This is an optimization exercise on Yosys and OpenROAD, whose aim is small area and a short achievable clock period, not a production implementation. The RTL was checked by simulation tests, not by an equivalence proof against the original design. Power is estimated from default activity; no workload was simulated.

--- flow/design.v ---
module PE (
    input  wire               clk,
    input  wire               rst,
    input  wire               en,
    input  wire               mode_residual,
    input  wire signed [15:0] input_data,
    input  wire signed [15:0] weight_data,
    input  wire signed [15:0] residual_data,
    output reg  signed [15:0] output_data,
    output wire               input_sparse,
    output wire               weight_sparse,
    output wire               computation_skipped,
    output reg         [15:0] sparse_count,
    output reg         [15:0] total_count
);
    assign input_sparse  = (input_data[15:4] == 12'h000) |
                           ((input_data[15:4] == 12'hfff) & (input_data[3:0] != 4'h0));
    assign weight_sparse = (weight_data[15:4] == 12'h000) |
                           ((weight_data[15:4] == 12'hfff) & (weight_data[3:0] != 4'h0));
    assign computation_skipped = input_sparse | weight_sparse;
    wire mac = en & ~computation_skipped;
    reg  [15:0] acc_s;
    reg  [15:0] acc_c;
    reg         acc_x;
    wire [15:0] an = ~input_data;
    wire [15:0] bn = ~weight_data;
    wire pp_0_0;
    nr2 u_pp0_0 (.a(an[0]), .b(bn[0]), .y(pp_0_0));
    wire pp_0_1;
    nr2 u_pp0_1 (.a(an[0]), .b(bn[1]), .y(pp_0_1));
    wire pp_0_2;
    nr2 u_pp0_2 (.a(an[0]), .b(bn[2]), .y(pp_0_2));
    wire pp_0_3;
    nr2 u_pp0_3 (.a(an[0]), .b(bn[3]), .y(pp_0_3));
    wire pp_0_4;
    nr2 u_pp0_4 (.a(an[0]), .b(bn[4]), .y(pp_0_4));
    wire pp_0_5;
    nr2 u_pp0_5 (.a(an[0]), .b(bn[5]), .y(pp_0_5));
    wire pp_0_6;
    nr2 u_pp0_6 (.a(an[0]), .b(bn[6]), .y(pp_0_6));
    wire pp_0_7;
    nr2 u_pp0_7 (.a(an[0]), .b(bn[7]), .y(pp_0_7));
    wire pp_0_8;
    nr2 u_pp0_8 (.a(an[0]), .b(bn[8]), .y(pp_0_8));
    wire pp_0_9;
    nr2 u_pp0_9 (.a(an[0]), .b(bn[9]), .y(pp_0_9));
    wire pp_0_10;
    nr2 u_pp0_10 (.a(an[0]), .b(bn[10]), .y(pp_0_10));
    wire pp_0_11;
    nr2 u_pp0_11 (.a(an[0]), .b(bn[11]), .y(pp_0_11));
    wire pp_0_12;
    nr2 u_pp0_12 (.a(an[0]), .b(bn[12]), .y(pp_0_12));
    wire pp_0_13;
    nr2 u_pp0_13 (.a(an[0]), .b(bn[13]), .y(pp_0_13));
    wire pp_0_14;
    nr2 u_pp0_14 (.a(an[0]), .b(bn[14]), .y(pp_0_14));
    wire pp_0_15;
    nr2 u_pp0_15 (.a(an[0]), .b(bn[15]), .y(pp_0_15));
    wire pp_1_0;
    nr2 u_pp1_0 (.a(an[1]), .b(bn[0]), .y(pp_1_0));
    wire pp_1_1;
    nr2 u_pp1_1 (.a(an[1]), .b(bn[1]), .y(pp_1_1));
    wire pp_1_2;
    nr2 u_pp1_2 (.a(an[1]), .b(bn[2]), .y(pp_1_2));
    wire pp_1_3;
    nr2 u_pp1_3 (.a(an[1]), .b(bn[3]), .y(pp_1_3));
    wire pp_1_4;
    nr2 u_pp1_4 (.a(an[1]), .b(bn[4]), .y(pp_1_4));
    wire pp_1_5;
    nr2 u_pp1_5 (.a(an[1]), .b(bn[5]), .y(pp_1_5));
    wire pp_1_6;
    nr2 u_pp1_6 (.a(an[1]), .b(bn[6]), .y(pp_1_6));
    wire pp_1_7;
    nr2 u_pp1_7 (.a(an[1]), .b(bn[7]), .y(pp_1_7));
    wire pp_1_8;
    nr2 u_pp1_8 (.a(an[1]), .b(bn[8]), .y(pp_1_8));
    wire pp_1_9;
    nr2 u_pp1_9 (.a(an[1]), .b(bn[9]), .y(pp_1_9));
    wire pp_1_10;
    nr2 u_pp1_10 (.a(an[1]), .b(bn[10]), .y(pp_1_10));
    wire pp_1_11;
    nr2 u_pp1_11 (.a(an[1]), .b(bn[11]), .y(pp_1_11));
    wire pp_1_12;
    nr2 u_pp1_12 (.a(an[1]), .b(bn[12]), .y(pp_1_12));
    wire pp_1_13;
    nr2 u_pp1_13 (.a(an[1]), .b(bn[13]), .y(pp_1_13));
    wire pp_1_14;
    nr2 u_pp1_14 (.a(an[1]), .b(bn[14]), .y(pp_1_14));
    wire pp_2_0;
    nr2 u_pp2_0 (.a(an[2]), .b(bn[0]), .y(pp_2_0));
    wire pp_2_1;
    nr2 u_pp2_1 (.a(an[2]), .b(bn[1]), .y(pp_2_1));
    wire pp_2_2;
    nr2 u_pp2_2 (.a(an[2]), .b(bn[2]), .y(pp_2_2));
    wire pp_2_3;
    nr2 u_pp2_3 (.a(an[2]), .b(bn[3]), .y(pp_2_3));
    wire pp_2_4;
    nr2 u_pp2_4 (.a(an[2]), .b(bn[4]), .y(pp_2_4));
    wire pp_2_5;
    nr2 u_pp2_5 (.a(an[2]), .b(bn[5]), .y(pp_2_5));
    wire pp_2_6;
    nr2 u_pp2_6 (.a(an[2]), .b(bn[6]), .y(pp_2_6));
    wire pp_2_7;
    nr2 u_pp2_7 (.a(an[2]), .b(bn[7]), .y(pp_2_7));
    wire pp_2_8;
    nr2 u_pp2_8 (.a(an[2]), .b(bn[8]), .y(pp_2_8));
    wire pp_2_9;
    nr2 u_pp2_9 (.a(an[2]), .b(bn[9]), .y(pp_2_9));
    wire pp_2_10;
    nr2 u_pp2_10 (.a(an[2]), .b(bn[10]), .y(pp_2_10));
    wire pp_2_11;
    nr2 u_pp2_11 (.a(an[2]), .b(bn[11]), .y(pp_2_11));
    wire pp_2_12;
    nr2 u_pp2_12 (.a(an[2]), .b(bn[12]), .y(pp_2_12));
    wire pp_2_13;
    nr2 u_pp2_13 (.a(an[2]), .b(bn[13]), .y(pp_2_13));
    wire pp_3_0;
    nr2 u_pp3_0 (.a(an[3]), .b(bn[0]), .y(pp_3_0));
    wire pp_3_1;
    nr2 u_pp3_1 (.a(an[3]), .b(bn[1]), .y(pp_3_1));
    wire pp_3_2;
    nr2 u_pp3_2 (.a(an[3]), .b(bn[2]), .y(pp_3_2));
    wire pp_3_3;
    nr2 u_pp3_3 (.a(an[3]), .b(bn[3]), .y(pp_3_3));
    wire pp_3_4;
    nr2 u_pp3_4 (.a(an[3]), .b(bn[4]), .y(pp_3_4));
    wire pp_3_5;
    nr2 u_pp3_5 (.a(an[3]), .b(bn[5]), .y(pp_3_5));
    wire pp_3_6;
    nr2 u_pp3_6 (.a(an[3]), .b(bn[6]), .y(pp_3_6));
    wire pp_3_7;
    nr2 u_pp3_7 (.a(an[3]), .b(bn[7]), .y(pp_3_7));
    wire pp_3_8;
    nr2 u_pp3_8 (.a(an[3]), .b(bn[8]), .y(pp_3_8));
    wire pp_3_9;
    nr2 u_pp3_9 (.a(an[3]), .b(bn[9]), .y(pp_3_9));
    wire pp_3_10;
    nr2 u_pp3_10 (.a(an[3]), .b(bn[10]), .y(pp_3_10));
    wire pp_3_11;
    nr2 u_pp3_11 (.a(an[3]), .b(bn[11]), .y(pp_3_11));
    wire pp_3_12;
    nr2 u_pp3_12 (.a(an[3]), .b(bn[12]), .y(pp_3_12));
    wire pp_4_0;
    nr2 u_pp4_0 (.a(an[4]), .b(bn[0]), .y(pp_4_0));
    wire pp_4_1;
    nr2 u_pp4_1 (.a(an[4]), .b(bn[1]), .y(pp_4_1));
    wire pp_4_2;
    nr2 u_pp4_2 (.a(an[4]), .b(bn[2]), .y(pp_4_2));
    wire pp_4_3;
    nr2 u_pp4_3 (.a(an[4]), .b(bn[3]), .y(pp_4_3));
    wire pp_4_4;
    nr2 u_pp4_4 (.a(an[4]), .b(bn[4]), .y(pp_4_4));
    wire pp_4_5;
    nr2 u_pp4_5 (.a(an[4]), .b(bn[5]), .y(pp_4_5));
    wire pp_4_6;
    nr2 u_pp4_6 (.a(an[4]), .b(bn[6]), .y(pp_4_6));
    wire pp_4_7;
    nr2 u_pp4_7 (.a(an[4]), .b(bn[7]), .y(pp_4_7));
    wire pp_4_8;
    nr2 u_pp4_8 (.a(an[4]), .b(bn[8]), .y(pp_4_8));
    wire pp_4_9;
    nr2 u_pp4_9 (.a(an[4]), .b(bn[9]), .y(pp_4_9));
    wire pp_4_10;
    nr2 u_pp4_10 (.a(an[4]), .b(bn[10]), .y(pp_4_10));
    wire pp_4_11;
    nr2 u_pp4_11 (.a(an[4]), .b(bn[11]), .y(pp_4_11));
    wire pp_5_0;
    nr2 u_pp5_0 (.a(an[5]), .b(bn[0]), .y(pp_5_0));
    wire pp_5_1;
    nr2 u_pp5_1 (.a(an[5]), .b(bn[1]), .y(pp_5_1));
    wire pp_5_2;
    nr2 u_pp5_2 (.a(an[5]), .b(bn[2]), .y(pp_5_2));
    wire pp_5_3;
    nr2 u_pp5_3 (.a(an[5]), .b(bn[3]), .y(pp_5_3));
    wire pp_5_4;
    nr2 u_pp5_4 (.a(an[5]), .b(bn[4]), .y(pp_5_4));
    wire pp_5_5;
    nr2 u_pp5_5 (.a(an[5]), .b(bn[5]), .y(pp_5_5));
    wire pp_5_6;
    nr2 u_pp5_6 (.a(an[5]), .b(bn[6]), .y(pp_5_6));
    wire pp_5_7;
    nr2 u_pp5_7 (.a(an[5]), .b(bn[7]), .y(pp_5_7));
    wire pp_5_8;
    nr2 u_pp5_8 (.a(an[5]), .b(bn[8]), .y(pp_5_8));
    wire pp_5_9;
    nr2 u_pp5_9 (.a(an[5]), .b(bn[9]), .y(pp_5_9));
    wire pp_5_10;
    nr2 u_pp5_10 (.a(an[5]), .b(bn[10]), .y(pp_5_10));
    wire pp_6_0;
    nr2 u_pp6_0 (.a(an[6]), .b(bn[0]), .y(pp_6_0));
    wire pp_6_1;
    nr2 u_pp6_1 (.a(an[6]), .b(bn[1]), .y(pp_6_1));
    wire pp_6_2;
    nr2 u_pp6_2 (.a(an[6]), .b(bn[2]), .y(pp_6_2));
    wire pp_6_3;
    nr2 u_pp6_3 (.a(an[6]), .b(bn[3]), .y(pp_6_3));
    wire pp_6_4;
    nr2 u_pp6_4 (.a(an[6]), .b(bn[4]), .y(pp_6_4));
    wire pp_6_5;
    nr2 u_pp6_5 (.a(an[6]), .b(bn[5]), .y(pp_6_5));
    wire pp_6_6;
    nr2 u_pp6_6 (.a(an[6]), .b(bn[6]), .y(pp_6_6));
    wire pp_6_7;
    nr2 u_pp6_7 (.a(an[6]), .b(bn[7]), .y(pp_6_7));
    wire pp_6_8;
    nr2 u_pp6_8 (.a(an[6]), .b(bn[8]), .y(pp_6_8));
    wire pp_6_9;
    nr2 u_pp6_9 (.a(an[6]), .b(bn[9]), .y(pp_6_9));
    wire pp_7_0;
    nr2 u_pp7_0 (.a(an[7]), .b(bn[0]), .y(pp_7_0));
    wire pp_7_1;
    nr2 u_pp7_1 (.a(an[7]), .b(bn[1]), .y(pp_7_1));
    wire pp_7_2;
    nr2 u_pp7_2 (.a(an[7]), .b(bn[2]), .y(pp_7_2));
    wire pp_7_3;
    nr2 u_pp7_3 (.a(an[7]), .b(bn[3]), .y(pp_7_3));
    wire pp_7_4;
    nr2 u_pp7_4 (.a(an[7]), .b(bn[4]), .y(pp_7_4));
    wire pp_7_5;
    nr2 u_pp7_5 (.a(an[7]), .b(bn[5]), .y(pp_7_5));
    wire pp_7_6;
    nr2 u_pp7_6 (.a(an[7]), .b(bn[6]), .y(pp_7_6));
    wire pp_7_7;
    nr2 u_pp7_7 (.a(an[7]), .b(bn[7]), .y(pp_7_7));
    wire pp_7_8;
    nr2 u_pp7_8 (.a(an[7]), .b(bn[8]), .y(pp_7_8));
    wire pp_8_0;
    nr2 u_pp8_0 (.a(an[8]), .b(bn[0]), .y(pp_8_0));
    wire pp_8_1;
    nr2 u_pp8_1 (.a(an[8]), .b(bn[1]), .y(pp_8_1));
    wire pp_8_2;
    nr2 u_pp8_2 (.a(an[8]), .b(bn[2]), .y(pp_8_2));
    wire pp_8_3;
    nr2 u_pp8_3 (.a(an[8]), .b(bn[3]), .y(pp_8_3));
    wire pp_8_4;
    nr2 u_pp8_4 (.a(an[8]), .b(bn[4]), .y(pp_8_4));
    wire pp_8_5;
    nr2 u_pp8_5 (.a(an[8]), .b(bn[5]), .y(pp_8_5));
    wire pp_8_6;
    nr2 u_pp8_6 (.a(an[8]), .b(bn[6]), .y(pp_8_6));
    wire pp_8_7;
    nr2 u_pp8_7 (.a(an[8]), .b(bn[7]), .y(pp_8_7));
    wire pp_9_0;
    nr2 u_pp9_0 (.a(an[9]), .b(bn[0]), .y(pp_9_0));
    wire pp_9_1;
    nr2 u_pp9_1 (.a(an[9]), .b(bn[1]), .y(pp_9_1));
    wire pp_9_2;
    nr2 u_pp9_2 (.a(an[9]), .b(bn[2]), .y(pp_9_2));
    wire pp_9_3;
    nr2 u_pp9_3 (.a(an[9]), .b(bn[3]), .y(pp_9_3));
    wire pp_9_4;
    nr2 u_pp9_4 (.a(an[9]), .b(bn[4]), .y(pp_9_4));
    wire pp_9_5;
    nr2 u_pp9_5 (.a(an[9]), .b(bn[5]), .y(pp_9_5));
    wire pp_9_6;
    nr2 u_pp9_6 (.a(an[9]), .b(bn[6]), .y(pp_9_6));
    wire pp_10_0;
    nr2 u_pp10_0 (.a(an[10]), .b(bn[0]), .y(pp_10_0));
    wire pp_10_1;
    nr2 u_pp10_1 (.a(an[10]), .b(bn[1]), .y(pp_10_1));
    wire pp_10_2;
    nr2 u_pp10_2 (.a(an[10]), .b(bn[2]), .y(pp_10_2));
    wire pp_10_3;
    nr2 u_pp10_3 (.a(an[10]), .b(bn[3]), .y(pp_10_3));
    wire pp_10_4;
    nr2 u_pp10_4 (.a(an[10]), .b(bn[4]), .y(pp_10_4));
    wire pp_10_5;
    nr2 u_pp10_5 (.a(an[10]), .b(bn[5]), .y(pp_10_5));
    wire pp_11_0;
    nr2 u_pp11_0 (.a(an[11]), .b(bn[0]), .y(pp_11_0));
    wire pp_11_1;
    nr2 u_pp11_1 (.a(an[11]), .b(bn[1]), .y(pp_11_1));
    wire pp_11_2;
    nr2 u_pp11_2 (.a(an[11]), .b(bn[2]), .y(pp_11_2));
    wire pp_11_3;
    nr2 u_pp11_3 (.a(an[11]), .b(bn[3]), .y(pp_11_3));
    wire pp_11_4;
    nr2 u_pp11_4 (.a(an[11]), .b(bn[4]), .y(pp_11_4));
    wire pp_12_0;
    nr2 u_pp12_0 (.a(an[12]), .b(bn[0]), .y(pp_12_0));
    wire pp_12_1;
    nr2 u_pp12_1 (.a(an[12]), .b(bn[1]), .y(pp_12_1));
    wire pp_12_2;
    nr2 u_pp12_2 (.a(an[12]), .b(bn[2]), .y(pp_12_2));
    wire pp_12_3;
    nr2 u_pp12_3 (.a(an[12]), .b(bn[3]), .y(pp_12_3));
    wire pp_13_0;
    nr2 u_pp13_0 (.a(an[13]), .b(bn[0]), .y(pp_13_0));
    wire pp_13_1;
    nr2 u_pp13_1 (.a(an[13]), .b(bn[1]), .y(pp_13_1));
    wire pp_13_2;
    nr2 u_pp13_2 (.a(an[13]), .b(bn[2]), .y(pp_13_2));
    wire pp_14_0;
    nr2 u_pp14_0 (.a(an[14]), .b(bn[0]), .y(pp_14_0));
    wire pp_14_1;
    nr2 u_pp14_1 (.a(an[14]), .b(bn[1]), .y(pp_14_1));
    wire pp_15_0;
    nr2 u_pp15_0 (.a(an[15]), .b(bn[0]), .y(pp_15_0));
    wire hs0, hc0;
    ha u_ha0 (.a(acc_c[11]), .b(acc_s[11]), .s(hs0), .co(hc0));
    wire fs0, fc0;
    fa u_fa0 (.a(acc_c[12]), .b(acc_s[12]), .c(pp_0_12), .s(fs0), .co(fc0));
    wire hs1, hc1;
    ha u_ha1 (.a(pp_10_2), .b(pp_11_1), .s(hs1), .co(hc1));
    wire fs1, fc1;
    fa u_fa1 (.a(acc_c[13]), .b(acc_s[13]), .c(pp_0_13), .s(fs1), .co(fc1));
    wire fs2, fc2;
    fa u_fa2 (.a(pp_10_3), .b(pp_11_2), .c(pp_12_1), .s(fs2), .co(fc2));
    wire hs2, hc2;
    ha u_ha2 (.a(pp_13_0), .b(pp_1_12), .s(hs2), .co(hc2));
    wire fs3, fc3;
    fa u_fa3 (.a(acc_c[14]), .b(acc_s[14]), .c(pp_0_14), .s(fs3), .co(fc3));
    wire fs4, fc4;
    fa u_fa4 (.a(pp_10_4), .b(pp_11_3), .c(pp_12_2), .s(fs4), .co(fc4));
    wire fs5, fc5;
    fa u_fa5 (.a(pp_13_1), .b(pp_14_0), .c(pp_1_13), .s(fs5), .co(fc5));
    wire hs3, hc3;
    ha u_ha3 (.a(pp_2_12), .b(pp_3_11), .s(hs3), .co(hc3));
    wire hs4, hc4;
    ha u_ha4 (.a(acc_c[6]), .b(acc_s[6]), .s(hs4), .co(hc4));
    wire fs6, fc6;
    fa u_fa6 (.a(acc_c[7]), .b(acc_s[7]), .c(pp_0_7), .s(fs6), .co(fc6));
    wire fs7, fc7;
    fa u_fa7 (.a(acc_c[8]), .b(acc_s[8]), .c(pp_0_8), .s(fs7), .co(fc7));
    wire hs5, hc5;
    ha u_ha5 (.a(pp_1_7), .b(pp_2_6), .s(hs5), .co(hc5));
    wire fs8, fc8;
    fa u_fa8 (.a(acc_c[9]), .b(acc_s[9]), .c(pp_0_9), .s(fs8), .co(fc8));
    wire fs9, fc9;
    fa u_fa9 (.a(pp_1_8), .b(pp_2_7), .c(pp_3_6), .s(fs9), .co(fc9));
    wire hs6, hc6;
    ha u_ha6 (.a(pp_4_5), .b(pp_5_4), .s(hs6), .co(hc6));
    wire fs10, fc10;
    fa u_fa10 (.a(acc_c[10]), .b(acc_s[10]), .c(pp_0_10), .s(fs10), .co(fc10));
    wire fs11, fc11;
    fa u_fa11 (.a(pp_10_0), .b(pp_1_9), .c(pp_2_8), .s(fs11), .co(fc11));
    wire fs12, fc12;
    fa u_fa12 (.a(pp_3_7), .b(pp_4_6), .c(pp_5_5), .s(fs12), .co(fc12));
    wire hs7, hc7;
    ha u_ha7 (.a(pp_6_4), .b(pp_7_3), .s(hs7), .co(hc7));
    wire fs13, fc13;
    fa u_fa13 (.a(hs0), .b(pp_0_11), .c(pp_10_1), .s(fs13), .co(fc13));
    wire fs14, fc14;
    fa u_fa14 (.a(pp_11_0), .b(pp_1_10), .c(pp_2_9), .s(fs14), .co(fc14));
    wire fs15, fc15;
    fa u_fa15 (.a(pp_3_8), .b(pp_4_7), .c(pp_5_6), .s(fs15), .co(fc15));
    wire fs16, fc16;
    fa u_fa16 (.a(pp_6_5), .b(pp_7_4), .c(pp_8_3), .s(fs16), .co(fc16));
    wire fs17, fc17;
    fa u_fa17 (.a(hc0), .b(pp_12_0), .c(pp_1_11), .s(fs17), .co(fc17));
    wire fs18, fc18;
    fa u_fa18 (.a(pp_2_10), .b(pp_3_9), .c(pp_4_8), .s(fs18), .co(fc18));
    wire fs19, fc19;
    fa u_fa19 (.a(pp_5_7), .b(pp_6_6), .c(pp_7_5), .s(fs19), .co(fc19));
    wire fs20, fc20;
    fa u_fa20 (.a(pp_8_4), .b(pp_9_3), .c(hs1), .s(fs20), .co(fc20));
    wire fs21, fc21;
    fa u_fa21 (.a(pp_2_11), .b(pp_3_10), .c(pp_4_9), .s(fs21), .co(fc21));
    wire fs22, fc22;
    fa u_fa22 (.a(pp_5_8), .b(pp_6_7), .c(pp_7_6), .s(fs22), .co(fc22));
    wire fs23, fc23;
    fa u_fa23 (.a(pp_8_5), .b(pp_9_4), .c(hc1), .s(fs23), .co(fc23));
    wire fs24, fc24;
    fa u_fa24 (.a(hs2), .b(fc0), .c(fs1), .s(fs24), .co(fc24));
    wire fs25, fc25;
    fa u_fa25 (.a(pp_4_10), .b(pp_5_9), .c(pp_6_8), .s(fs25), .co(fc25));
    wire fs26, fc26;
    fa u_fa26 (.a(pp_7_7), .b(pp_8_6), .c(pp_9_5), .s(fs26), .co(fc26));
    wire fs27, fc27;
    fa u_fa27 (.a(hc2), .b(hs3), .c(fc1), .s(fs27), .co(fc27));
    wire fs28, fc28;
    fa u_fa28 (.a(fc2), .b(fs3), .c(fs4), .s(fs28), .co(fc28));
    wire hs8, hc8;
    ha u_ha8 (.a(acc_s[5]), .b(pp_0_5), .s(hs8), .co(hc8));
    wire fs29, fc29;
    fa u_fa29 (.a(acc_x), .b(hs4), .c(pp_0_6), .s(fs29), .co(fc29));
    wire fs30, fc30;
    fa u_fa30 (.a(pp_1_5), .b(pp_2_4), .c(pp_3_3), .s(fs30), .co(fc30));
    wire fs31, fc31;
    fa u_fa31 (.a(hc4), .b(pp_1_6), .c(pp_2_5), .s(fs31), .co(fc31));
    wire fs32, fc32;
    fa u_fa32 (.a(pp_3_4), .b(pp_4_3), .c(pp_5_2), .s(fs32), .co(fc32));
    wire hs9, hc9;
    ha u_ha9 (.a(pp_6_1), .b(pp_7_0), .s(hs9), .co(hc9));
    wire fs33, fc33;
    fa u_fa33 (.a(pp_3_5), .b(pp_4_4), .c(pp_5_3), .s(fs33), .co(fc33));
    wire fs34, fc34;
    fa u_fa34 (.a(pp_6_2), .b(pp_7_1), .c(pp_8_0), .s(fs34), .co(fc34));
    wire fs35, fc35;
    fa u_fa35 (.a(hs5), .b(fc6), .c(fs7), .s(fs35), .co(fc35));
    wire fs36, fc36;
    fa u_fa36 (.a(pp_6_3), .b(pp_7_2), .c(pp_8_1), .s(fs36), .co(fc36));
    wire fs37, fc37;
    fa u_fa37 (.a(pp_9_0), .b(hc5), .c(hs6), .s(fs37), .co(fc37));
    wire fs38, fc38;
    fa u_fa38 (.a(fc7), .b(fs8), .c(fs9), .s(fs38), .co(fc38));
    wire fs39, fc39;
    fa u_fa39 (.a(pp_8_2), .b(pp_9_1), .c(hc6), .s(fs39), .co(fc39));
    wire fs40, fc40;
    fa u_fa40 (.a(hs7), .b(fc8), .c(fc9), .s(fs40), .co(fc40));
    wire fs41, fc41;
    fa u_fa41 (.a(fs10), .b(fs11), .c(fs12), .s(fs41), .co(fc41));
    wire fs42, fc42;
    fa u_fa42 (.a(pp_9_2), .b(hc7), .c(fc10), .s(fs42), .co(fc42));
    wire fs43, fc43;
    fa u_fa43 (.a(fc11), .b(fc12), .c(fs13), .s(fs43), .co(fc43));
    wire fs44, fc44;
    fa u_fa44 (.a(fs14), .b(fs15), .c(fs16), .s(fs44), .co(fc44));
    wire fs45, fc45;
    fa u_fa45 (.a(fc13), .b(fc14), .c(fc15), .s(fs45), .co(fc45));
    wire fs46, fc46;
    fa u_fa46 (.a(fc16), .b(fs0), .c(fs17), .s(fs46), .co(fc46));
    wire fs47, fc47;
    fa u_fa47 (.a(fs18), .b(fs19), .c(fs20), .s(fs47), .co(fc47));
    wire fs48, fc48;
    fa u_fa48 (.a(fc17), .b(fc18), .c(fc19), .s(fs48), .co(fc48));
    wire fs49, fc49;
    fa u_fa49 (.a(fs2), .b(fs21), .c(fs22), .s(fs49), .co(fc49));
    wire fs50, fc50;
    fa u_fa50 (.a(fc20), .b(fs23), .c(fs24), .s(fs50), .co(fc50));
    wire fs51, fc51;
    fa u_fa51 (.a(fc21), .b(fc22), .c(fs25), .s(fs51), .co(fc51));
    wire fs52, fc52;
    fa u_fa52 (.a(fs26), .b(fs5), .c(fc23), .s(fs52), .co(fc52));
    wire fs53, fc53;
    fa u_fa53 (.a(fc24), .b(fs27), .c(fs28), .s(fs53), .co(fc53));
    wire hs10, hc10;
    ha u_ha10 (.a(acc_s[3]), .b(pp_0_3), .s(hs10), .co(hc10));
    wire fs54, fc54;
    fa u_fa54 (.a(acc_s[4]), .b(pp_0_4), .c(pp_1_3), .s(fs54), .co(fc54));
    wire hs11, hc11;
    ha u_ha11 (.a(pp_2_2), .b(pp_3_1), .s(hs11), .co(hc11));
    wire fs55, fc55;
    fa u_fa55 (.a(pp_1_4), .b(pp_2_3), .c(pp_3_2), .s(fs55), .co(fc55));
    wire fs56, fc56;
    fa u_fa56 (.a(pp_4_1), .b(pp_5_0), .c(hs8), .s(fs56), .co(fc56));
    wire fs57, fc57;
    fa u_fa57 (.a(pp_4_2), .b(pp_5_1), .c(pp_6_0), .s(fs57), .co(fc57));
    wire fs58, fc58;
    fa u_fa58 (.a(hc8), .b(fs29), .c(fs30), .s(fs58), .co(fc58));
    wire fs59, fc59;
    fa u_fa59 (.a(hs9), .b(fc29), .c(fc30), .s(fs59), .co(fc59));
    wire fs60, fc60;
    fa u_fa60 (.a(fs31), .b(fs32), .c(fs6), .s(fs60), .co(fc60));
    wire fs61, fc61;
    fa u_fa61 (.a(hc9), .b(fc31), .c(fc32), .s(fs61), .co(fc61));
    wire fs62, fc62;
    fa u_fa62 (.a(fs33), .b(fs34), .c(fs35), .s(fs62), .co(fc62));
    wire fs63, fc63;
    fa u_fa63 (.a(fc33), .b(fc34), .c(fs36), .s(fs63), .co(fc63));
    wire fs64, fc64;
    fa u_fa64 (.a(fs37), .b(fc35), .c(fs38), .s(fs64), .co(fc64));
    wire fs65, fc65;
    fa u_fa65 (.a(fc36), .b(fc37), .c(fs39), .s(fs65), .co(fc65));
    wire fs66, fc66;
    fa u_fa66 (.a(fc38), .b(fs40), .c(fs41), .s(fs66), .co(fc66));
    wire fs67, fc67;
    fa u_fa67 (.a(fc39), .b(fc40), .c(fc41), .s(fs67), .co(fc67));
    wire fs68, fc68;
    fa u_fa68 (.a(fs42), .b(fs43), .c(fs44), .s(fs68), .co(fc68));
    wire fs69, fc69;
    fa u_fa69 (.a(fc42), .b(fc43), .c(fc44), .s(fs69), .co(fc69));
    wire fs70, fc70;
    fa u_fa70 (.a(fs45), .b(fs46), .c(fs47), .s(fs70), .co(fc70));
    wire fs71, fc71;
    fa u_fa71 (.a(fc45), .b(fc46), .c(fs48), .s(fs71), .co(fc71));
    wire fs72, fc72;
    fa u_fa72 (.a(fs49), .b(fc47), .c(fs50), .s(fs72), .co(fc72));
    wire fs73, fc73;
    fa u_fa73 (.a(fc48), .b(fc49), .c(fs51), .s(fs73), .co(fc73));
    wire fs74, fc74;
    fa u_fa74 (.a(fs52), .b(fc50), .c(fs53), .s(fs74), .co(fc74));
    wire hs12, hc12;
    ha u_ha12 (.a(acc_s[2]), .b(pp_0_2), .s(hs12), .co(hc12));
    wire fs75, fc75;
    fa u_fa75 (.a(pp_1_2), .b(pp_2_1), .c(pp_3_0), .s(fs75), .co(fc75));
    wire fs76, fc76;
    fa u_fa76 (.a(pp_4_0), .b(hc10), .c(hs11), .s(fs76), .co(fc76));
    wire fs77, fc77;
    fa u_fa77 (.a(hc11), .b(fc54), .c(fs55), .s(fs77), .co(fc77));
    wire fs78, fc78;
    fa u_fa78 (.a(fc55), .b(fs57), .c(fc56), .s(fs78), .co(fc78));
    wire fs79, fc79;
    fa u_fa79 (.a(fc57), .b(fc58), .c(fs59), .s(fs79), .co(fc79));
    wire fs80, fc80;
    fa u_fa80 (.a(fc59), .b(fc60), .c(fs61), .s(fs80), .co(fc80));
    wire fs81, fc81;
    fa u_fa81 (.a(fc61), .b(fs63), .c(fc62), .s(fs81), .co(fc81));
    wire fs82, fc82;
    fa u_fa82 (.a(fc63), .b(fs65), .c(fc64), .s(fs82), .co(fc82));
    wire fs83, fc83;
    fa u_fa83 (.a(fc65), .b(fc66), .c(fs67), .s(fs83), .co(fc83));
    wire fs84, fc84;
    fa u_fa84 (.a(fc67), .b(fc68), .c(fs69), .s(fs84), .co(fc84));
    wire fs85, fc85;
    fa u_fa85 (.a(fc69), .b(fs71), .c(fc70), .s(fs85), .co(fc85));
    wire fs86, fc86;
    fa u_fa86 (.a(fc71), .b(fs73), .c(fc72), .s(fs86), .co(fc86));
    wire hs13, hc13;
    ha u_ha13 (.a(acc_s[1]), .b(pp_0_1), .s(hs13), .co(hc13));
    wire fs87, fc87;
    fa u_fa87 (.a(pp_1_1), .b(pp_2_0), .c(hs12), .s(fs87), .co(fc87));
    wire fs88, fc88;
    fa u_fa88 (.a(hc12), .b(hs10), .c(fs75), .s(fs88), .co(fc88));
    wire fs89, fc89;
    fa u_fa89 (.a(fc75), .b(fs54), .c(fs76), .s(fs89), .co(fc89));
    wire fs90, fc90;
    fa u_fa90 (.a(fc76), .b(fs56), .c(fs77), .s(fs90), .co(fc90));
    wire fs91, fc91;
    fa u_fa91 (.a(fc77), .b(fs58), .c(fs78), .s(fs91), .co(fc91));
    wire fs92, fc92;
    fa u_fa92 (.a(fs60), .b(fc78), .c(fs79), .s(fs92), .co(fc92));
    wire fs93, fc93;
    fa u_fa93 (.a(fc79), .b(fs80), .c(fs62), .s(fs93), .co(fc93));
    wire fs94, fc94;
    fa u_fa94 (.a(fc80), .b(fs64), .c(fs81), .s(fs94), .co(fc94));
    wire fs95, fc95;
    fa u_fa95 (.a(fs66), .b(fc81), .c(fs82), .s(fs95), .co(fc95));
    wire fs96, fc96;
    fa u_fa96 (.a(fs68), .b(fc82), .c(fs83), .s(fs96), .co(fc96));
    wire fs97, fc97;
    fa u_fa97 (.a(fs70), .b(fc83), .c(fs84), .s(fs97), .co(fc97));
    wire fs98, fc98;
    fa u_fa98 (.a(fc84), .b(fs72), .c(fs85), .s(fs98), .co(fc98));
    wire fs99, fc99;
    fa u_fa99 (.a(fs74), .b(fc85), .c(fs86), .s(fs99), .co(fc99));
    wire xs0;
    xo2 u_xo0 (.a(acc_s[15]), .b(pp_0_15), .y(xs0));
    wire xs1;
    xo2 u_xo1 (.a(pp_10_5), .b(pp_11_4), .y(xs1));
    wire xs2;
    xo2 u_xo2 (.a(pp_12_3), .b(pp_13_2), .y(xs2));
    wire xs3;
    xo2 u_xo3 (.a(pp_14_1), .b(pp_15_0), .y(xs3));
    wire xs4;
    xo2 u_xo4 (.a(pp_1_14), .b(pp_2_13), .y(xs4));
    wire xs5;
    xo2 u_xo5 (.a(pp_3_12), .b(pp_4_11), .y(xs5));
    wire xs6;
    xo2 u_xo6 (.a(pp_5_10), .b(pp_6_9), .y(xs6));
    wire xs7;
    xo2 u_xo7 (.a(pp_7_8), .b(pp_8_7), .y(xs7));
    wire xs8;
    xo2 u_xo8 (.a(pp_9_6), .b(xs0), .y(xs8));
    wire xs9;
    xo2 u_xo9 (.a(xs1), .b(xs2), .y(xs9));
    wire xs10;
    xo2 u_xo10 (.a(xs3), .b(xs4), .y(xs10));
    wire xs11;
    xo2 u_xo11 (.a(xs5), .b(xs6), .y(xs11));
    wire xs12;
    xo2 u_xo12 (.a(xs7), .b(hc3), .y(xs12));
    wire xs13;
    xo2 u_xo13 (.a(fc25), .b(fc26), .y(xs13));
    wire xs14;
    xo2 u_xo14 (.a(fc3), .b(fc4), .y(xs14));
    wire xs15;
    xo2 u_xo15 (.a(fc5), .b(xs10), .y(xs15));
    wire xs16;
    xo2 u_xo16 (.a(xs11), .b(xs8), .y(xs16));
    wire xs17;
    xo2 u_xo17 (.a(xs9), .b(xs12), .y(xs17));
    wire xs18;
    xo2 u_xo18 (.a(xs13), .b(xs14), .y(xs18));
    wire xs19;
    xo2 u_xo19 (.a(xs15), .b(xs16), .y(xs19));
    wire xs20;
    xo2 u_xo20 (.a(xs17), .b(fc27), .y(xs20));
    wire xs21;
    xo2 u_xo21 (.a(xs18), .b(xs19), .y(xs21));
    wire xs22;
    xo2 u_xo22 (.a(fc28), .b(fc51), .y(xs22));
    wire xs23;
    xo2 u_xo23 (.a(xs20), .b(xs21), .y(xs23));
    wire xs24;
    xo2 u_xo24 (.a(fc52), .b(xs22), .y(xs24));
    wire xs25;
    xo2 u_xo25 (.a(xs23), .b(xs24), .y(xs25));
    wire xs26;
    xo2 u_xo26 (.a(fc53), .b(fc73), .y(xs26));
    wire xs27;
    xo2 u_xo27 (.a(xs25), .b(xs26), .y(xs27));
    wire xs28;
    xo2 u_xo28 (.a(xs27), .b(fc74), .y(xs28));
    wire xs29;
    xo2 u_xo29 (.a(xs28), .b(fc86), .y(xs29));
    wire xs30;
    xo2 u_xo30 (.a(xs29), .b(fc99), .y(xs30));
    wire hs14, hc14;
    ha u_ha14 (.a(acc_s[0]), .b(pp_0_0), .s(hs14), .co(hc14));
    wire fs100, fc100;
    fa u_fa100 (.a(pp_1_0), .b(hc14), .c(hs13), .s(fs100), .co(fc100));
    wire fs101, fc101;
    fa u_fa101 (.a(hc13), .b(fc100), .c(fs87), .s(fs101), .co(fc101));
    wire fs102, fc102;
    fa u_fa102 (.a(fc87), .b(fs88), .c(fc101), .s(fs102), .co(fc102));
    wire fs103, fc103;
    fa u_fa103 (.a(fc88), .b(fs89), .c(fc102), .s(fs103), .co(fc103));
    wire fs104, fc104;
    fa u_fa104 (.a(fc89), .b(fs90), .c(fc103), .s(fs104), .co(fc104));
    wire [15:0] row0 = {xs30, fc98, fc97, fc96, fc95, fc94, fc93, fc92, fc91, fc90, fs104, fs103, fs102, fs101, fs100, hs14};
    wire [15:0] row1 = {1'b0, fs99, fs98, fs97, fs96, fs95, fs94, fs93, fs92, fs91, 1'b0, 1'b0, 1'b0, 1'b0, 1'b0, 1'b0};
    wire        rowx = fc104;    
    wire [15:0] res_g = residual_data & {16{mode_residual}};
    wire hs15, hc15;
    ha u_ha15 (.a(acc_c[6]), .b(acc_s[6]), .s(hs15), .co(hc15));
    wire hs16, hc16;
    ha u_ha16 (.a(acc_c[7]), .b(acc_s[7]), .s(hs16), .co(hc16));
    wire hs17, hc17;
    ha u_ha17 (.a(acc_c[8]), .b(acc_s[8]), .s(hs17), .co(hc17));
    wire hs18, hc18;
    ha u_ha18 (.a(acc_c[9]), .b(acc_s[9]), .s(hs18), .co(hc18));
    wire hs19, hc19;
    ha u_ha19 (.a(acc_c[10]), .b(acc_s[10]), .s(hs19), .co(hc19));
    wire hs20, hc20;
    ha u_ha20 (.a(acc_c[11]), .b(acc_s[11]), .s(hs20), .co(hc20));
    wire hs21, hc21;
    ha u_ha21 (.a(acc_c[12]), .b(acc_s[12]), .s(hs21), .co(hc21));
    wire hs22, hc22;
    ha u_ha22 (.a(acc_c[13]), .b(acc_s[13]), .s(hs22), .co(hc22));
    wire hs23, hc23;
    ha u_ha23 (.a(acc_c[14]), .b(acc_s[14]), .s(hs23), .co(hc23));
    wire hs24, hc24;
    ha u_ha24 (.a(acc_x), .b(hs15), .s(hs24), .co(hc24));
    wire fs105, fc105;
    fa u_fa105 (.a(hc15), .b(hs16), .c(res_g[7]), .s(fs105), .co(fc105));
    wire fs106, fc106;
    fa u_fa106 (.a(hc16), .b(hs17), .c(res_g[8]), .s(fs106), .co(fc106));
    wire fs107, fc107;
    fa u_fa107 (.a(hc17), .b(hs18), .c(res_g[9]), .s(fs107), .co(fc107));
    wire fs108, fc108;
    fa u_fa108 (.a(hc18), .b(hs19), .c(res_g[10]), .s(fs108), .co(fc108));
    wire fs109, fc109;
    fa u_fa109 (.a(hc19), .b(hs20), .c(res_g[11]), .s(fs109), .co(fc109));
    wire fs110, fc110;
    fa u_fa110 (.a(hc20), .b(hs21), .c(res_g[12]), .s(fs110), .co(fc110));
    wire fs111, fc111;
    fa u_fa111 (.a(hc21), .b(hs22), .c(res_g[13]), .s(fs111), .co(fc111));
    wire fs112, fc112;
    fa u_fa112 (.a(hc22), .b(hs23), .c(res_g[14]), .s(fs112), .co(fc112));
    wire xs31;
    xo2 u_xo31 (.a(acc_s[15]), .b(hc23), .y(xs31));
    wire xs32;
    xo2 u_xo32 (.a(res_g[15]), .b(xs31), .y(xs32));
    wire xs33;
    xo2 u_xo33 (.a(xs32), .b(fc112), .y(xs33));
    wire [15:0] out0 = {xs33, fc111, fc110, fc109, fc108, fc107, fc106, fc105, hc24, res_g[6], acc_s[5], acc_s[4], acc_s[3], acc_s[2], acc_s[1], acc_s[0]};
    wire [15:0] out1 = {1'b0, fs112, fs111, fs110, fs109, fs108, fs107, fs106, fs105, hs24, res_g[5], res_g[4], res_g[3], res_g[2], res_g[1], res_g[0]};
    wire [15:0] out_nx = out0 + out1;
    wire [15:0] acc_s_d, acc_c_d, out_d;
    mx2 u_ms0 (.s(mac), .a1(row0[0]), .a0(acc_s[0]), .y(acc_s_d[0]));
    mx2 u_ms1 (.s(mac), .a1(row0[1]), .a0(acc_s[1]), .y(acc_s_d[1]));
    mx2 u_ms2 (.s(mac), .a1(row0[2]), .a0(acc_s[2]), .y(acc_s_d[2]));
    mx2 u_ms3 (.s(mac), .a1(row0[3]), .a0(acc_s[3]), .y(acc_s_d[3]));
    mx2 u_ms4 (.s(mac), .a1(row0[4]), .a0(acc_s[4]), .y(acc_s_d[4]));
    mx2 u_ms5 (.s(mac), .a1(row0[5]), .a0(acc_s[5]), .y(acc_s_d[5]));
    mx2 u_ms6 (.s(mac), .a1(row0[6]), .a0(acc_s[6]), .y(acc_s_d[6]));
    mx2 u_ms7 (.s(mac), .a1(row0[7]), .a0(acc_s[7]), .y(acc_s_d[7]));
    mx2 u_ms8 (.s(mac), .a1(row0[8]), .a0(acc_s[8]), .y(acc_s_d[8]));
    mx2 u_ms9 (.s(mac), .a1(row0[9]), .a0(acc_s[9]), .y(acc_s_d[9]));
    mx2 u_ms10 (.s(mac), .a1(row0[10]), .a0(acc_s[10]), .y(acc_s_d[10]));
    mx2 u_ms11 (.s(mac), .a1(row0[11]), .a0(acc_s[11]), .y(acc_s_d[11]));
    mx2 u_ms12 (.s(mac), .a1(row0[12]), .a0(acc_s[12]), .y(acc_s_d[12]));
    mx2 u_ms13 (.s(mac), .a1(row0[13]), .a0(acc_s[13]), .y(acc_s_d[13]));
    mx2 u_ms14 (.s(mac), .a1(row0[14]), .a0(acc_s[14]), .y(acc_s_d[14]));
    mx2 u_ms15 (.s(mac), .a1(row0[15]), .a0(acc_s[15]), .y(acc_s_d[15]));
    mx2 u_mc6 (.s(mac), .a1(row1[6]), .a0(acc_c[6]), .y(acc_c_d[6]));
    mx2 u_mc7 (.s(mac), .a1(row1[7]), .a0(acc_c[7]), .y(acc_c_d[7]));
    mx2 u_mc8 (.s(mac), .a1(row1[8]), .a0(acc_c[8]), .y(acc_c_d[8]));
    mx2 u_mc9 (.s(mac), .a1(row1[9]), .a0(acc_c[9]), .y(acc_c_d[9]));
    mx2 u_mc10 (.s(mac), .a1(row1[10]), .a0(acc_c[10]), .y(acc_c_d[10]));
    mx2 u_mc11 (.s(mac), .a1(row1[11]), .a0(acc_c[11]), .y(acc_c_d[11]));
    mx2 u_mc12 (.s(mac), .a1(row1[12]), .a0(acc_c[12]), .y(acc_c_d[12]));
    mx2 u_mc13 (.s(mac), .a1(row1[13]), .a0(acc_c[13]), .y(acc_c_d[13]));
    mx2 u_mc14 (.s(mac), .a1(row1[14]), .a0(acc_c[14]), .y(acc_c_d[14]));
    wire acc_x_d;
    mx2 u_mx (.s(mac), .a1(rowx), .a0(acc_x), .y(acc_x_d));
    mx2 u_mo0 (.s(en), .a1(out_nx[0]), .a0(output_data[0]), .y(out_d[0]));
    mx2 u_mo1 (.s(en), .a1(out_nx[1]), .a0(output_data[1]), .y(out_d[1]));
    mx2 u_mo2 (.s(en), .a1(out_nx[2]), .a0(output_data[2]), .y(out_d[2]));
    mx2 u_mo3 (.s(en), .a1(out_nx[3]), .a0(output_data[3]), .y(out_d[3]));
    mx2 u_mo4 (.s(en), .a1(out_nx[4]), .a0(output_data[4]), .y(out_d[4]));
    mx2 u_mo5 (.s(en), .a1(out_nx[5]), .a0(output_data[5]), .y(out_d[5]));
    mx2 u_mo6 (.s(en), .a1(out_nx[6]), .a0(output_data[6]), .y(out_d[6]));
    mx2 u_mo7 (.s(en), .a1(out_nx[7]), .a0(output_data[7]), .y(out_d[7]));
    mx2 u_mo8 (.s(en), .a1(out_nx[8]), .a0(output_data[8]), .y(out_d[8]));
    mx2 u_mo9 (.s(en), .a1(out_nx[9]), .a0(output_data[9]), .y(out_d[9]));
    mx2 u_mo10 (.s(en), .a1(out_nx[10]), .a0(output_data[10]), .y(out_d[10]));
    mx2 u_mo11 (.s(en), .a1(out_nx[11]), .a0(output_data[11]), .y(out_d[11]));
    mx2 u_mo12 (.s(en), .a1(out_nx[12]), .a0(output_data[12]), .y(out_d[12]));
    mx2 u_mo13 (.s(en), .a1(out_nx[13]), .a0(output_data[13]), .y(out_d[13]));
    mx2 u_mo14 (.s(en), .a1(out_nx[14]), .a0(output_data[14]), .y(out_d[14]));
    mx2 u_mo15 (.s(en), .a1(out_nx[15]), .a0(output_data[15]), .y(out_d[15]));
    always @(posedge clk or posedge rst) begin
        if (rst) begin
            acc_s <= 16'd0;
            acc_c <= 16'd0;
            acc_x <= 1'b0;
            output_data <= 16'd0;
            sparse_count <= 16'd0;
            total_count <= 16'd0;
        end else begin
            total_count  <= total_count + {15'd0, en};
            sparse_count <= sparse_count + {15'd0, en & computation_skipped};
            acc_s <= acc_s_d;
            acc_c[6] <= acc_c_d[6];
            acc_c[7] <= acc_c_d[7];
            acc_c[8] <= acc_c_d[8];
            acc_c[9] <= acc_c_d[9];
            acc_c[10] <= acc_c_d[10];
            acc_c[11] <= acc_c_d[11];
            acc_c[12] <= acc_c_d[12];
            acc_c[13] <= acc_c_d[13];
            acc_c[14] <= acc_c_d[14];
            acc_x <= acc_x_d;
            output_data <= out_d;
        end
    end
endmodule
module fa (input wire a, input wire b, input wire c, output wire s, output wire co);
    assign s = a ^ b ^ c;
    assign co = (a & b) | (a & c) | (b & c);
endmodule
module ha (input wire a, input wire b, output wire s, output wire co);
    assign s = a ^ b;
    assign co = a & b;
endmodule
module xo2 (input wire a, input wire b, output wire y);
    assign y = a ^ b;
endmodule
module nr2 (input wire a, input wire b, output wire y);
    assign y = ~(a | b);
endmodule
module mx2 (input wire s, input wire a1, input wire a0, output wire y);
    assign y = s ? a1 : a0;
endmodule
--- flow/flow/run.sh ---
#!/bin/bash
# Standard ORFS layout with two changes:
#  - port buffers use the smallest buffer cell (buffer_ports' default pick is clkdlybuf4s50_1);
#  - after synthesis every combinational cell starts at drive strength 1 (flow/downsize.tcl),
#    and timing repair sizes up only what the timing needs.
set -euo pipefail
export BUFFER_PORTS_ARGS="-buffer_cell sky130_fd_sc_hd__buf_1"
export POST_SYNTH_TCL="$(pwd)/flow/downsize.tcl"
bash standard.sh finish > standard_flow.log 2>&1
--- flow/flow/downsize.tcl ---
# Sourced after the synthesized netlist is loaded (POST_SYNTH_TCL): set every
# combinational cell to its smallest (_1) drive strength; the later timing repair
# sizes up the cells that need it. Flip-flops are left as synthesis made them.
set db [ord::get_db]
set n 0
foreach inst [[ord::get_db_block] getInsts] {
  set m [[$inst getMaster] getName]
  if {[regexp {^(sky130_fd_sc_hd__[a-z0-9]+)_([0-9]+)$} $m -> base d]} {
    if {[string match "*__df*" $base] || [string match "*__dl*" $base] || [string match "*__sdf*" $base]} { continue }
    if {$d > 1} {
      set nm [$db findMaster ${base}_1]
      if {$nm ne "NULL" && $nm ne ""} { $inst swapMaster $nm; incr n }
    }
  }
}
puts "downsize.tcl: set $n cells to drive strength 1"
--- flow/standard.sh ---
#!/bin/bash
# synth_recipe.tcl (not shown) runs the flow's synth.tcl, then flattens the netlist and writes it again
# the make line also repeats each setting of config.mk as NAME=value (left out here)
make -C /OpenROAD-flow-scripts/flow DESIGN_CONFIG=/design/flow/config.mk WORK_HOME=/design/flow/orfs CLKGATE_MAP_FILE= SYNTH_SCRIPT=/design/flow/synth_recipe.tcl "${@:-finish}"
--- flow/config.mk ---
export PLATFORM = sky130hd
export DESIGN_NAME = PE
export DESIGN_NICKNAME = PE
export VERILOG_FILES = /design/flow/design.v
export SDC_FILE = /design/flow/constraint.sdc
export NUM_CORES = 4
export LEC_CHECK = 0
export CAP_MARGIN = 20
export CORE_MARGIN = 2
export CORE_UTILIZATION = 40
export PLACE_DENSITY = 0.6
export SETUP_SLACK_MARGIN = 3
export SLEW_MARGIN = 20
export SYNTH_HIERARCHICAL = 1
export SYNTH_MINIMUM_KEEP_SIZE = 0
--- flow/constraint.sdc ---
create_clock -name core_clock -period 8.0 [get_ports {clk}]
set_input_delay 1.6000 -clock core_clock [delete_from_list [all_inputs] [get_ports {clk}]]
set_output_delay 1.6000 -clock core_clock [all_outputs]
set_load 0.01 [all_outputs]
==> flow_summary.ini, run 1 <==
[global_routing]
grt_pass1_wl_mm = 28.2
antenna_found_initial = 0
grt_max_degree = 56
grt-busiest-layer = met2
grt_util_met1 = 0.259
use_met3 = 0.0361
overflow = 0
grt_usage = 0.183
grt_pass1_vias = 5478
grt_util_met2 = 0.290

[power]
p_per_area_mw_per_mm2 = 408
vdd_drop_max_v = 0.000339
power_frac_clock = 0.119
power_uw = 3430
switching_share = 0.442
p_sw_uw = 1520
seq_power_share = 0.189
p_int_uw = 1910
leakage_uw = 0.00391
power_frac_comb = 0.693

[synthesis]
syn_avg_cell_area_um2 = 10.8
ys_warn_count = 7
syn-num-nets = 888
syn_area_mm2 = 0.00732
synthCells = 678

[setup_path]
critical-path-max-stage-delay_ns = 0.52
path_class = input port to register
cp.required_ns = 8.23
worstPathArrival_ns = 5.11
cpMaxStageDelayCell = fa_1
r2r_cells = 8
startpoint_type = input port
crit_buf_inv = 2
r2r_setup_slack_ns = 4.37
cp_cell_sequence = buf_1 -> inv_1 -> nor2_1 -> ha_1 -> fa_1 -> fa_1 -> fa_1 -> fa_1 -> fa_2 -> xor2_1 -> mux2_1
cpLargestDelayFamily = adder cells
r2r-start = acc_c[13]
critPathMaxFanout = 15
rr_endpoint = acc_s[15]
worstSetupEndpointType = register
path_common_cell = fa_1

[clocking]
cts.clk_slew.worst_paths_ns = 0.06
cts-buffers-inserted = 9
cts_max_level = 3
cts_tree = built
clock_latency_ns = 0.34
cts_buffer_depth = 2
cts_root_buf = clkbuf_16
clock-sinks = 74

[floorplanning]
core_mm2 = 0.0180
dieArea_mm2 = 0.0194
rows = 49
die_y_um = 139
die_w_um = 139
initial_core_util = 0.408
io_pins = 103

[sta]
fin_crit_sh = 0.610
relSlewSlack = 0.536
hold_viol = 0
rsz0062_at_grt = false
fmax_ghz = 0.205
finClkSkew_ns = 0.00483
worst_pin_slew_ns = 0.697
final_max_slew_viol_count = 0
fin_crit_ns = 4.88
setup_viol = 0
tns_ns = 0

[status]
outcome = no timing/DRC/antenna violations

[place]
portBuffers = 102
hpwl_mm = 13.5
place.gp.congestion = 0.903

[route]
post_drt_wl_per_cell_um = 16.4
drt-vias-per-instance = 5.10
vias = 5282
route.detailed.drc = 0
drt-total-wl_mm = 16.9
dr.pass1.iters = 4
ant_nets = 0
drtIter0Drc = 319

[run]
cap_violations = 0

[final_layout]
fillCellCount = 1729
regArea_mm2 = 0.00185
nNetsFinal = 1011
post_route_cells_drive_above_1_share = 0.0459
multiInputGateArea_mm2 = 0.00531
syn2layout_area_growth_pct = 14.8
n_antenna_cell = 0

[min_path]
hold_start = total_count[15]
whs_endpoint = total_count[15]
hold_depth = 1
hold_path_class = register to register
-- worst max path at each step --
stage	startpoint	end	slack (ns)	cells after the start
final	weight_data[1]	acc_s[15]	3.12	11
after global routing	weight_data[1]	acc_s[15]	3.02	11
after CTS	weight_data[0]	acc_s[15]	3.08	11
after detailed placement	input_data[0]	acc_s[15]	2.55	11
after global placement	input_data[0]	acc_s[15]	2.63	11
after floorplan	input_data[0]	acc_s[15]	3.03	10
-- layout make-up --
type | instances | area share
clock buffer | 9 | 0.0268
timing repair buffer | 116 | 0.0581
tap | 229 | 0.0341
sequential | 74 | 0.220
inverter | 40 | 0.0192
multi-input combinational | 560 | 0.632
clock inverter | 7 | 0.00923
-- sequential cells by signal, summed over array words and instances (netlist names) --
| register | count |
|---|---|
| acc_s | 16 |
| output_data | 16 |
| sparse_count | 16 |
| total_count | 16 |
| acc_c | 9 |
| acc_x | 1 |
-- metrics by stage --
step	area [um2]	setup WS [ns]	std cells	hold slack [ns]	util
2_1_floorplan	7330	3.03	678	0.489	-
3_3_place_gp	8010	2.63	1008	0.462	0.446
3_5_place_dp	8010	2.55	1008	0.465	0.446
4_1_cts	8330	3.08	1026	0.473	0.464
5_1_grt	8400	3.02	1035	0.485	0.468
6_report	8400	3.12	1035	0.466	0.468
-- repair_timing --
item,CTS,global route
gates resized for setup,0,2
setup endpoints to repair,2,1
hold buffers,0,0
setup buffers,2,9
hold endpoints to repair,0,0
-- power by group through the flow --
stage	clock network (uW)	registers [uW]	logic, uW
after CTS	421	654	2410
after global routing	440	675	2760
after global placement	0	656	2340
after floorplan	0	645	1890
after detailed placement	0	660	2390
final	407	648	2370
-- layer usage --
metal	wire length [um]	up-vias
li1	-	2488
met1	7790	2596
met2	7870	179
met3	1040	19
met4	240	0
met5	0	-
-- placed cells by master (no fill, tap or decap), drive strengths merged, types with 13 or more instances in the layout --
master	instances
a21oi	13
and2	17
buf	116
dfrtp	74
fa	114
ha	44
inv	38
mux2	42
nand2	22
nand3	17
nor2	150
xnor2	26
xor2	46
==> run 2, diff against run 1 <==
--- a/flow/config.mk
+++ b/flow/config.mk
@@ -9,7 +9,7 @@
 export CORE_MARGIN = 2
 export CORE_UTILIZATION = 40
 export PLACE_DENSITY = 0.6
-export SETUP_SLACK_MARGIN = 3
+export SETUP_SLACK_MARGIN = 3.3
 export SLEW_MARGIN = 20
 export SYNTH_HIERARCHICAL = 1
 export SYNTH_MINIMUM_KEEP_SIZE = 0
==> run 2 against run 1 <==
Worst hold slack improved by 0.0018 ns. First-iteration DRC count shrank 3.4%. Highest routed layer unchanged. Flip-flop and latch count unchanged. Final cell count up 2.0%. Largest power group unchanged. Core utilization up 1.7 points. Clock power decreased by 7.9%.
==> flow_summary.ini, run 2 <==
[global_routing]
grt_pass1_wl_mm = 28.8
overflow = 0
grt_usage = 0.189
antenna_found_initial = 0
grt_pass1_vias = 5557
grt_max_degree = 75

[final_layout]
nNetsFinal = 1032
design_area_mm2 = 0.00870
post_route_cells_drive_above_1_share = 0.119
n_antenna_cell = 0
regArea_mm2 = 0.00185
final_cell_mix = nor2_1, fa_1, buf_1, dfrtp_1, xor2_1
syn2layout_area_growth_pct = 18.9
multiInputGateArea_mm2 = 0.00539
mostFrequentLayoutCell = nor2_1
fillCellCount = 1690

[setup_path]
r2r_setup_slack_ns = 4.38
rr_endpoint = acc_s[15]
cp_cell_sequence = buf_4 -> clkinvlp_4 -> buf_4 -> nor2_1 -> fa_2 -> fa_1 -> fa_1 -> fa_2 -> fa_1 -> fa_2 -> xor2_1 -> mux2_1
r2r_cells = 8
critical-path-max-stage-delay_ns = 0.52
cpMaxStageDelayCell = fa_1
startpoint_type = input port
critPathMaxFanout = 3
cp.required_ns = 8.23
r2r-start = acc_c[13]
path_class = input port to register
worstSetupEndpointType = register
worstPathArrival_ns = 4.91

[place]
dpl_cell_area_mm2 = 0.00802
hpwl_mm = 13.5
place.gp.congestion = 0.893
portBuffers = 102
place_ws_ns = 2.60

[route]
drt-vias-per-instance = 5.17
ant_nets = 0
drtIter0Drc = 308
vias = 5456
route.detailed.drc = 0
dr.pass1.iters = 4
drt-total-wl_mm = 17.8
post_drt_wl_per_cell_um = 16.9

[synthesis]
syn_area_mm2 = 0.00732
synthCells = 678
syn_avg_cell_area_um2 = 10.8
ys_warn_count = 7
syn-num-nets = 888

[sta]
setup_viol = 0
worst_pin_slew_ns = 0.940
fmax_ghz = 0.213
rsz0062_at_grt = true
fin_crit_sh = 0.586
fin_crit_ns = 4.69
hold_viol = 0
tns_ns = 0
relSlewSlack = 0.373
setup_slack_ns = 3.31
final_max_slew_viol_count = 0
finClkSkew_ns = 0.00987

[power]
seq_power_share = 0.186
p_int_uw = 1940
vdd_drop_max_v = 0.000266
power_frac_comb = 0.706
switching_share = 0.444
leakage_uw = 0.00399
power_frac_clock = 0.107
p_per_area_mw_per_mm2 = 402
p_sw_uw = 1550

[clocking]
clock_latency_ns = 0.34
cts.clk_slew.worst_paths_ns = 0.06
clock-sinks = 74
cts_max_level = 3
cts_buffer_depth = 2
cts-buffers-inserted = 9
cts_root_buf = clkbuf_16
cts_tree = built

[floorplanning]
initial_core_util = 0.408
io_pins = 103
core_mm2 = 0.0180
dieArea_mm2 = 0.0194
rows = 49
die_w_um = 139
die_y_um = 139

[min_path]
whs_endpoint = sparse_count[15]
hold_start = sparse_count[15]
hold_path_class = register to register
hold_depth = 1

[run]
cap_violations = 0

[status]
outcome = no timing/DRC/antenna violations
==> run 2: cell types whose count changed in the layout (fill, tap and decap cells not counted), sizes merged <==
cell / previous run / this run
buf: 116 / 132
bufinv: 1 / 0
clkbuf: 9 / 14
clkinvlp: 4 / 14
inv: 38 / 29
==> run 2: timing repair <==
item | CTS | global route
resized for setup | 8 | 39
setup endpoints to repair | 6 | 9
setup buffers | 19 | 13
pin swaps | 1 | 9
hold buffers | 0 | 0
==> run 2: through the flow <==
stage | util | total power (uW) | hold slack [ns] | cells
after CTS | 0.473 | 3510 | 0.473 | 1043
after floorplan | - | 2530 | 0.489 | 678
final | 0.485 | 3500 | 0.467 | 1056
after detailed placement | 0.446 | 3090 | 0.466 | 1008
after global routing | 0.485 | 3940 | 0.482 | 1056
after global placement | 0.446 | 3010 | 0.459 | 1008
==> run 2: worst max-delay path by stage <==
stage | cells past startpoint | from | slack (ns) | to
after floorplan | 10 | input_data[0] | 3.03 | acc_s[15]
after global placement | 11 | input_data[0] | 2.65 | acc_s[15]
after detailed placement | 11 | input_data[0] | 2.60 | acc_s[15]
after CTS | 10 | weight_data[3] | 3.31 | acc_s[15]
after global routing | 12 | input_data[0] | 3.24 | acc_s[15]
final | 12 | input_data[0] | 3.31 | acc_s[15]
==> run 2: cell type report <==
class                           instances  area share
Tap cell                              229      0.0329
Timing Repair Buffer                  137      0.0809
Clock buffer                            9      0.0259
Clock inverter                          7     0.00604
Inverter                               40      0.0229
Multi-Input combinational cell        560       0.619
Sequential cell                        74       0.213
==> run 2: power by group through the flow <==
stage                     registers (uW)  logic (uW)  clock network (uW)
after floorplan                      645        1890                   0
after global placement               657        2350                   0
after detailed placement             660        2430                   0
after CTS                            655        2460                 392
after global routing                 673        2860                 413
final                                651        2470                 375
==> run 2: worst max-delay path: cells and delay by family <==
kind	cells	cell delay [ns]
xor+xnor	1	0.16
fa+ha+maj	6	2.44
buf+inv	3	0.37
mux	1	0.28
simple gates	1	0.05
==> run 2: layer usage <==
metal	vias to the layer above	share of wire	track usage
met1	2707	0.45	0.268
li1	2535	-	-
met5	-	0	0
met2	194	0.47	0.293
met4	0	0.018	0.0633
met3	20	0.057	0.0344
==> run 3, diff against run 2 <==
--- a/flow/config.mk
+++ b/flow/config.mk
@@ -9,7 +9,7 @@
 export CORE_MARGIN = 2
 export CORE_UTILIZATION = 40
 export PLACE_DENSITY = 0.6
-export SETUP_SLACK_MARGIN = 3.3
+export SETUP_SLACK_MARGIN = 3.6
 export SLEW_MARGIN = 20
 export SYNTH_HIERARCHICAL = 1
 export SYNTH_MINIMUM_KEEP_SIZE = 0
==> run 3 against run 2 <==
Still clean. Sequential share of layout area fell by 0.76 points. First-iteration DRC count is 29% higher. Synthesized area is the same. Clock-buffer cell count unchanged. Final cell count grew 0.95%. Wire length rose by 1.2%. Cell area increased by 3.7%. Non-clock buffer count up 10. Sequential power barely moved.
==> flow_summary.ini, run 3 <==
[status]
outcome = no timing/DRC/antenna violations

[final_layout]
fillCellCount = 1618
post_route_cells_drive_above_1_share = 0.207
multiInputGateArea_mm2 = 0.00555
nNetsFinal = 1042
mostFrequentLayoutCell = nor2_1
syn2layout_area_growth_pct = 23.3
regArea_mm2 = 0.00185
n_antenna_cell = 0
final_cell_mix = nor2_1, buf_1, fa_1, dfrtp_1, xor2_1
fin_util = 0.502

[setup_path]
cp.required_ns = 8.21
crit_buf_inv = 5
worstSetupEndpointType = register
path_common_cell = fa_2
r2r_cells = 8
cp_cell_sequence = buf_8 -> clkinvlp_4 -> buf_4 -> buf_12 -> buf_6 -> nor2_4 -> fa_2 -> fa_2 -> fa_2 -> fa_2 -> fa_2 -> mux2_1
r2r-start = acc_c[13]
worstPathArrival_ns = 4.90
rr_endpoint = acc_s[15]
cp.depth = 12
r2r_setup_slack_ns = 4.37
critPathMaxFanout = 7
cpMaxStageDelayCell = fa_2
cpLargestDelayFamily = adder cells
critical-path-max-stage-delay_ns = 0.58
startpoint_type = input port
path_class = input port to register

[floorplanning]
core_mm2 = 0.0180
dieArea_mm2 = 0.0194
initial_core_util = 0.408
die_w_um = 139
rows = 49
io_pins = 103
die_y_um = 139

[global_routing]
grt_util_met1 = 0.264
grt_usage = 0.188
overflow = 0
grt-busiest-layer = met2
use_met3 = 0.0351
antenna_found_initial = 0
grt_util_met2 = 0.297
grt_pass1_vias = 5768
grt_max_degree = 75
grt_pass1_wl_mm = 29.0

[synthesis]
syn_avg_cell_area_um2 = 10.8
ys_warn_count = 7
syn-num-nets = 888
syn_area_mm2 = 0.00732
synthCells = 678

[place]
place.gp.congestion = 0.870
hpwl_mm = 13.4
portBuffers = 102

[min_path]
hold_depth = 1
hold_path_class = register to register
whs_endpoint = total_count[15]
hold_start = total_count[15]

[sta]
hold_viol = 0
setup_viol = 0
fin_crit_ns = 4.69
fmax_ghz = 0.213
tns_ns = 0
rsz0062_at_grt = true
worst_pin_slew_ns = 0.479
final_max_slew_viol_count = 0
finClkSkew_ns = 0.0110
fin_crit_sh = 0.586
relSlewSlack = 0.679

[route]
post_drt_wl_per_cell_um = 16.9
dr.pass1.iters = 5
drt-total-wl_mm = 18.0
vias = 5490
route.detailed.drc = 0
drt-vias-per-instance = 5.15
drtIter0Drc = 398
ant_nets = 0

[clocking]
cts.clk_slew.worst_paths_ns = 0.07
cts_tree = built
cts_buffer_depth = 2
cts_max_level = 3
clock_latency_ns = 0.34
clock-sinks = 74
cts_root_buf = clkbuf_16
cts-buffers-inserted = 9

[power]
power_frac_comb = 0.713
vdd_drop_max_v = 0.000273
p_sw_uw = 1590
power_frac_clock = 0.107
switching_share = 0.438
leakage_uw = 0.00406
p_int_uw = 2030
seq_power_share = 0.181
p_per_area_mw_per_mm2 = 401

[run]
cap_violations = 0
-- run 3: cell types whose count changed in the layout (fill, tap and decap cells not counted), moves of 7 or more --
cell / delta
buf_1: -8
buf_6: +7
fa_1: -26
fa_2: +26
inv_1: -7
nor2_1: -19
nor2_2: +10
nor2_4: +9
-- run 3: final cells by class --
cell class	count	area share
multi-input cells	560	0.615
flip-flops and latches	74	0.205
repair buffers	147	0.0932
well taps	229	0.0317
clock buffers	9	0.0250
inverters	40	0.0227
clock inverters	7	0.00679
-- run 3: metrics by stage --
| stage | power (uW) | hold slack (ns) | instances | instance area [um2] | worst slack, ns |
|---|---|---|---|---|---|
| final | 3620 | 0.465 | 1066 | 9020 | 3.31 |
| after global routing | 4070 | 0.486 | 1066 | 9020 | 3.24 |
| after CTS | 3610 | 0.475 | 1056 | 8770 | 3.31 |
| after detailed placement | 3080 | 0.465 | 1008 | 8050 | 2.60 |
| after global placement | 3020 | 0.461 | 1008 | 8050 | 2.64 |
| after floorplan | 2540 | 0.489 | 678 | 7370 | 3.03 |
-- run 3: power groups by stage --
| stage | Clock [uW] | Combinational [uW] | Sequential, uW |
|---|---|---|---|
| after global placement | 0 | 2370 | 656 |
| after CTS | 400 | 2550 | 655 |
| after detailed placement | 0 | 2420 | 661 |
| final | 387 | 2580 | 654 |
| after floorplan | 0 | 1900 | 645 |
| after global routing | 414 | 2980 | 675 |
-- run 3: routing by layer --
metal,part of all wire,routed length [um]
met1,0.45,8200
met2,0.46,8320
met3,0.062,1120
met4,0.022,404
met5,0,0
-- run 3: what timing repair did --
| item | in CTS | in global routing |
|---|---|---|
| hold buffers | 0 | 0 |
| pin swaps | 12 | 24 |
| setup buffers | 32 | 9 |
| setup endpoints to repair | 15 | 18 |
| resized for setup | 66 | 57 |
| cloned | 0 | 0 |
-- run 3: worst max-delay path by stage --
stage	startpoint	to	slack, ns
2_1_floorplan	input_data[0]	acc_s[15]	3.03
3_3_place_gp	input_data[0]	acc_s[15]	2.64
3_5_place_dp	input_data[0]	acc_s[15]	2.60
4_1_cts	weight_data[13]	acc_s[15]	3.31
5_1_grt	input_data[0]	acc_s[15]	3.24
6_report	input_data[0]	acc_c[9]	3.31

[afterwards: timing with drivers on the ports]
The flow's constraints put no driver on any port. The routed layouts listed below were extracted and timed again, unchanged, in two steps.
Step 1 sets driving cells, clkbuf_16 on the clock port and buf_2 on the other inputs (assumed; they add their load-dependent delay and slew).
Step 2 times the ports against the registers' clock, not the clock port: input delays grow and output delays shrink by t, the midpoint of the rising clock arrivals with the driver on.
Three values: ideal, step 1, step 2; two values: the first two.
| run | t, ns | setup slack, ns | hold WS [ns] |
|---|---|---|---|
| run 1 | 0.380 | 3.117 / 3.134 / 2.754 | 0.466 / 0.466 / 0.466 |
| run 2 | 0.380 | 3.314 / 3.331 / 2.951 | 0.467 / 0.467 / 0.467 |
| run 3 | 0.374 | 3.309 / 3.299 / 2.925 | 0.465 / 0.465 / 0.465 |
After both steps setup and hold are still met in every run listed. For run 3, which loses most, drivers alone change the setup slack by -0.010 ns; drivers and shift together by -0.384 ns.
